Background: an optimization exercise with open tools, aiming at small area, a short achievable clock period and few clock cycles per item. Do not read the settings as production practice. Function was checked by simulation only, so behaviour that the tests miss may differ from the original.

==> onyx: inputs <==
## matrixMultiplierSmall
module matrixMultiplierSmall #(
    parameter int WIDTH = 16,
    parameter int N = 3
)(
    input  logic        clk,
    input  logic        rst_n,
    input  logic        start,
    input  logic [N*N*WIDTH-1:0] matrixA,
    input  logic [N*N*WIDTH-1:0] matrixB,
    output logic [N*N*2*WIDTH-1:0] resultMatrix,
    output logic        done
);
clock: 8.0 ns
lec_check: 0
cap_margin: 20
core_margin: 2
core_utilization: 40
place_density: 0.6
slew_margin: 20
synth_hierarchical: 1
run.sh (not shown) runs the stock make flow with config.mk's settings and CLKGATE_MAP_FILE= SYNTH_SCRIPT=/design/flow/synth_recipe.tcl, a recipe that flattens the netlist after the stock synthesis.
==> sierra (differences from onyx) <==
==> flow/flow/run.sh (new file) <==
#!/bin/bash
# The standard layout, with the ports buffered by buf_4 cells instead of the
# slow delay buffers buffer_ports picks by default.
set -e
cp standard.sh standard.sh.txt
echo "export BUFFER_PORTS_ARGS = -buffer_cell sky130_fd_sc_hd__buf_4" >> "$FLOW_CONFIG"
bash standard.sh > standard.log 2>&1
==> flow/standard.sh (new file) <==
#!/bin/bash
# synth_recipe.tcl (not shown) runs the flow's synth.tcl, then flattens the netlist and writes it again
# the make line also repeats each setting of config.mk as NAME=value (left out here)
make -C /OpenROAD-flow-scripts/flow DESIGN_CONFIG=/design/flow/config.mk WORK_HOME=/design/flow/orfs CLKGATE_MAP_FILE= SYNTH_SCRIPT=/design/flow/synth_recipe.tcl "${@:-finish}"
- BUFFER_PORTS_ARGS: unset -> -buffer_cell sky130_fd_sc_hd__buf_4
removed: flow/run.sh
==> comparison table <==
Highest net fanout along the worst path: onyx 8; sierra 11
Status: onyx failed layout checks; sierra failed layout checks
Reasons for failing layout checks: onyx negative setup slack; sierra negative setup slack
Detailed-route wire length on metal 1: onyx 421000 microns; sierra 394000 microns
Fmax achieved: onyx 123 MHz; sierra 122 MHz
# fillers: onyx 35200; sierra 35500
Total via count after detailed routing: onyx 155000; sierra 153000
First-pass iteration count of the detailed router: onyx 9; sierra 6
Depth of the worst hold-timing path: onyx 1; sierra 2
Worst setup path startpoint: onyx matrixB[104]; sierra matrixB[49]
Fraction of final layout cells sized beyond drive strength 1: onyx 28.9%; sierra 29.3%
Endpoint, Worst Hold: onyx resultMatrix[84]$_DFFE_PP_; sierra done$_DFF_P_
Post-cts resize count: onyx 153; sierra 32
Final period util: onyx 102%; sierra 102%
Post-placement cell count: onyx 23100; sierra 23000
Minimum hold slack: onyx 1260 ps; sierra 1040 ps
Initial antenna violation count: onyx 90; sierra 74
Req. time, crit path: onyx 8580 ps; sierra 8550 ps
Cell depth of the worst setup path: onyx 24; sierra 20
Placement-stage cell area: onyx 207000 sq um; sierra 205000 sq um
Testbench counts of onyx, summed over its fixed seeds: cycles 1,608, items 1,600.
Testbench counts of sierra, summed over its fixed seeds: cycles 1,608, items 1,600.

========
==> job 3204 <==
Another version of the RTL of matrixMultiplierSmall (not shown whole).
==> flow/design.v (excerpt) <==
module matrixMultiplierSmall #(
    parameter int WIDTH = 16,
    parameter int N = 3
)(
    input  logic        clk,
    input  logic        rst_n,
    input  logic        start,
    input  logic [N*N*WIDTH-1:0] matrixA,
    input  logic [N*N*WIDTH-1:0] matrixB,
    output logic [N*N*2*WIDTH-1:0] resultMatrix,
    output logic        done
);
export LEC_CHECK = 0
export CAP_MARGIN = 20
export CORE_MARGIN = 2
export CORE_UTILIZATION = 40
export GPL_TIMING_DRIVEN = 0
export PLACE_DENSITY = 0.6
export SETUP_SLACK_MARGIN = 0.6
export SLEW_MARGIN = 20
export SYNTH_HIERARCHICAL = 1
export BUFFER_PORTS_ARGS = -buffer_cell sky130_fd_sc_hd__buf_4
create_clock -name core_clock -period 8.0 [get_ports {clk}]
standard.sh (not shown) runs the stock make flow with config.mk's settings and CLKGATE_MAP_FILE= SYNTH_SCRIPT=/design/flow/synth_recipe.tcl, a recipe that flattens the netlist after the stock synthesis.
==> flow/flow/run.sh <==
#!/bin/bash
# The standard layout, with the ports buffered by buf_4 cells instead of the
# slow delay buffers buffer_ports picks by default.
set -e
cp standard.sh standard.sh.txt
echo "export BUFFER_PORTS_ARGS = -buffer_cell sky130_fd_sc_hd__buf_4" >> "$FLOW_CONFIG"
bash standard.sh > standard.log 2>&1
==> job 535 (differences from job 3204) <==
--- a/flow/config.mk
+++ b/flow/config.mk
@@ -11,5 +11,5 @@
 export GPL_TIMING_DRIVEN = 0
 export PLACE_DENSITY = 0.6
-export SETUP_SLACK_MARGIN = 0.6
+export SETUP_SLACK_MARGIN = 0.3
 export SLEW_MARGIN = 20
 export SYNTH_HIERARCHICAL = 1
==> comparison table <==
	job 3204	job 535
Number of filler cells placed in the layout	37350	38300
Status	no timing/DRC/antenna violations	no timing/DRC/antenna violations
Tmin final	7.488 ns	7.681 ns
Post-placement cell count	21320	21370
Worst-Margin Slew	1.227 ns	1.354 ns
GR Layer Usage met3	11.46%	9.826%
Detailed placement HPWL	532300 um	534300 um
Overall fraction of global-route tracks in use	34.05%	32.53%
Antenna violations before repair	41	42
Critical path buffer and inverter count	4	2
Share of the core filled with cells in the final layout	48.01%	46.20%
First-pass GRT wire length	1018000 um	977700 um
Antenna fix cells	12	35
Testbench counts of job 3204, summed over its fixed seeds: cycles 1,608, items 1,600.
Testbench counts of job 535, summed over its fixed seeds: cycles 1,608, items 1,600.

========
==> job 6905: inputs <==
Another version of the RTL of matrixMultiplierSmall (not shown whole).
==> flow/config.mk <==
export PLATFORM = sky130hd
export DESIGN_NAME = matrixMultiplierSmall
export DESIGN_NICKNAME = matrixMultiplierSmall
export VERILOG_FILES = /design/flow/design.v
export SDC_FILE = /design/flow/constraint.sdc
export NUM_CORES = 4
export LEC_CHECK = 0
export CAP_MARGIN = 20
export CORE_MARGIN = 2
export CORE_UTILIZATION = 46
export GPL_TIMING_DRIVEN = 0
export PLACE_DENSITY = 0.6
export SETUP_SLACK_MARGIN = 0.3
export SLEW_MARGIN = 20
export SYNTH_HIERARCHICAL = 1
export BUFFER_PORTS_ARGS = -buffer_cell sky130_fd_sc_hd__buf_4
==> flow/constraint.sdc <==
create_clock -name core_clock -period 8.0 [get_ports {clk}]
set_input_delay 1.6000 -clock core_clock [delete_from_list [all_inputs] [get_ports {clk}]]
set_output_delay 1.6000 -clock core_clock [all_outputs]
set_load 0.01 [all_outputs]
==> flow/flow/run.sh <==
#!/bin/bash
# The standard layout, with two changes:
# - the ports are buffered by buf_4 cells instead of the slow delay buffers
#   buffer_ports picks by default;
# - after the standard synthesis, the a21oi_2 and o21ai_2 cells that ABC sized
#   up inside the small prefix-merge modules go back to their _1 sizes (the
#   same functions); the layout's timing repair sizes up the ones that need it.
set -e
cp standard.sh standard.sh.txt
echo "export BUFFER_PORTS_ARGS = -buffer_cell sky130_fd_sc_hd__buf_4" >> "$FLOW_CONFIG"
RES="$PWD/orfs/results/$FLOW_PLATFORM/matrixMultiplierSmall/base"
bash standard.sh "$RES/1_2_yosys.v" > synth.log 2>&1
python3 flow/downsize.py "$RES/1_2_yosys.v" > downsize.log 2>&1
bash standard.sh > standard.log 2>&1
==> flow/flow/downsize.py <==
#!/usr/bin/env python3
"""Swap sized-up AOI/OAI cells in the synthesized netlist for their _1 sizes."""
import re, sys
path = sys.argv[1]
t = open(path).read()
swaps = {'sky130_fd_sc_hd__a21oi_2': 'sky130_fd_sc_hd__a21oi_1',
         'sky130_fd_sc_hd__o21ai_2': 'sky130_fd_sc_hd__o21ai_1'}
for old, new in swaps.items():
    n = len(re.findall(r'\b%s\b' % old, t))
    t = re.sub(r'\b%s\b' % old, new, t)
    print(f'{old} -> {new}: {n}')
open(path, 'w').write(t)
==> job 8777 (differences from job 6905) <==
==> flow/flow/run.sh (replaced) <==
#!/bin/bash
# The standard layout, with two changes:
# - the ports are buffered by buf_2 cells instead of the slow delay buffers
#   buffer_ports picks by default;
# - after the standard synthesis, the a21oi_2, o21ai_2 and a few NOR cells that
#   ABC sized up inside the small modules go back to their _1 sizes (the same
#   functions); the layout's timing repair sizes up the ones that need it.
set -e
cp standard.sh standard.sh.txt
echo "export BUFFER_PORTS_ARGS = -buffer_cell sky130_fd_sc_hd__buf_2" >> "$FLOW_CONFIG"
RES="$PWD/orfs/results/$FLOW_PLATFORM/matrixMultiplierSmall/base"
bash standard.sh "$RES/1_2_yosys.v" > synth.log 2>&1
python3 flow/downsize.py "$RES/1_2_yosys.v" > downsize.log 2>&1
bash standard.sh > standard.log 2>&1
--- a/flow/flow/downsize.py
+++ b/flow/flow/downsize.py
@@ -5,5 +5,7 @@
 t = open(path).read()
 swaps = {'sky130_fd_sc_hd__a21oi_2': 'sky130_fd_sc_hd__a21oi_1',
-         'sky130_fd_sc_hd__o21ai_2': 'sky130_fd_sc_hd__o21ai_1'}
+         'sky130_fd_sc_hd__o21ai_2': 'sky130_fd_sc_hd__o21ai_1',
+         'sky130_fd_sc_hd__nor2b_4': 'sky130_fd_sc_hd__nor2b_1',
+         'sky130_fd_sc_hd__nor2_2': 'sky130_fd_sc_hd__nor2_1'}
 for old, new in swaps.items():
     n = len(re.findall(r'\b%s\b' % old, t))
Settings changed: BUFFER_PORTS_ARGS -buffer_cell sky130_fd_sc_hd__buf_4 to -buffer_cell sky130_fd_sc_hd__buf_2, CORE_UTILIZATION 46 to 40.
==> job 2457 (differences from job 6905) <==
Settings changed: CORE_UTILIZATION 46 to 40, GPL_TIMING_DRIVEN 0 to 1.
==> job 6461 (differences from job 6905) <==
Settings changed: CORE_UTILIZATION 46 to 40, SETUP_SLACK_MARGIN 0.3 to 0.45.
==> comparison <==
The highest first-iteration DRC count belongs to job 6905, the lowest to job 2457.
Of job 8777 and job 6905, job 8777 has the higher worst setup slack (gap 0.061 ns).
Utilization, highest first: job 6905, job 2457, job 8777, job 6461.
In job 6461 the cell count is lower than in job 2457, by 5.5%.
==> figures <==
quantity	job 8777	job 6905	job 2457	job 6461
Transition time at the pin with the least slew margin	1.33 ns	1.33 ns	1.17 ns	1.19 ns
Met2 routed wirelength	301,000 um	288,000 um	309,000 um	290,000 um
Run status	complete, no violations	complete, no violations	complete, no violations	complete, no violations
Non-clock buffer count	1,091	971	2,241	1,016
Number of diodes	33	28	22	27
Routability congestion estimate from global placement	0.983	0.990	1.04	0.977
First-pass GRT wire length	964,000 um	967,000 um	1,010,000 um	947,000 um
Shortest period the worst path allows	7.69 ns	7.75 ns	7.53 ns	7.59 ns
Number of well taps	5,038	4,387	5,038	5,038
Testbench counts of job 6905, summed over its fixed seeds: cycles 1,608, items 1,600.
Testbench counts of job 8777, summed over its fixed seeds: cycles 1,608, items 1,600.
Testbench counts of job 2457, summed over its fixed seeds: cycles 1,608, items 1,600.
Testbench counts of job 6461, summed over its fixed seeds: cycles 1,608, items 1,600.

==> afterwards: timing with drivers on the ports <==
No port has a modelled driver above. Below, the same layouts with a new extraction and two added sets of constraints. Step 1: set_driving_cell puts a clkbuf_16 on clk and a buf_2 on each other input, an assumption about the parent block. Step 2 adds t to the input delays and takes it off the output delays; t is the mean of the earliest and latest rising clock arrival at the registers after step 1. Input paths then give back, and output paths get back, about the clock's delay inside the block. Slacks: ideal ports / drivers / drivers and shift; pairs: ideal ports / drivers.
run	t, ns	slack for setup (ns)	worst setup path at the end	clock arrival spread, ns	worst register clock-pin slew, ns
onyx	0.890	-0.130 / -0.131 / -1.021	input to register	0.078 / 0.078	0.08 / 0.08
sierra	0.908	-0.173 / -0.174 / -1.082	input to register	0.084 / 0.085	0.08 / 0.08
job 3204	0.861	0.512 / 0.272 / -0.588	input to register	0.070 / 0.069	0.09 / 0.09
job 535	0.892	0.319 / 0.119 / -0.773	input to register	0.072 / 0.072	0.09 / 0.09
job 6905	0.831	0.253 / 0.190 / -0.640	input to register	0.113 / 0.113	0.09 / 0.09
job 8777	0.851	0.314 / 0.274 / -0.577	input to register	0.066 / 0.066	0.10 / 0.10
job 2457	0.875	0.468 / 0.561 / -0.314	input to register	0.050 / 0.050	0.07 / 0.07
job 6461	0.851	0.411 / 0.254 / -0.598	input to register	0.029 / 0.029	0.08 / 0.08
Met with ideal ports but missed after step 2: setup timing in 6 of these runs. The setup slack of job 3204, which loses most, moves by -0.240 ns with the drivers and by -1.100 ns with both steps.
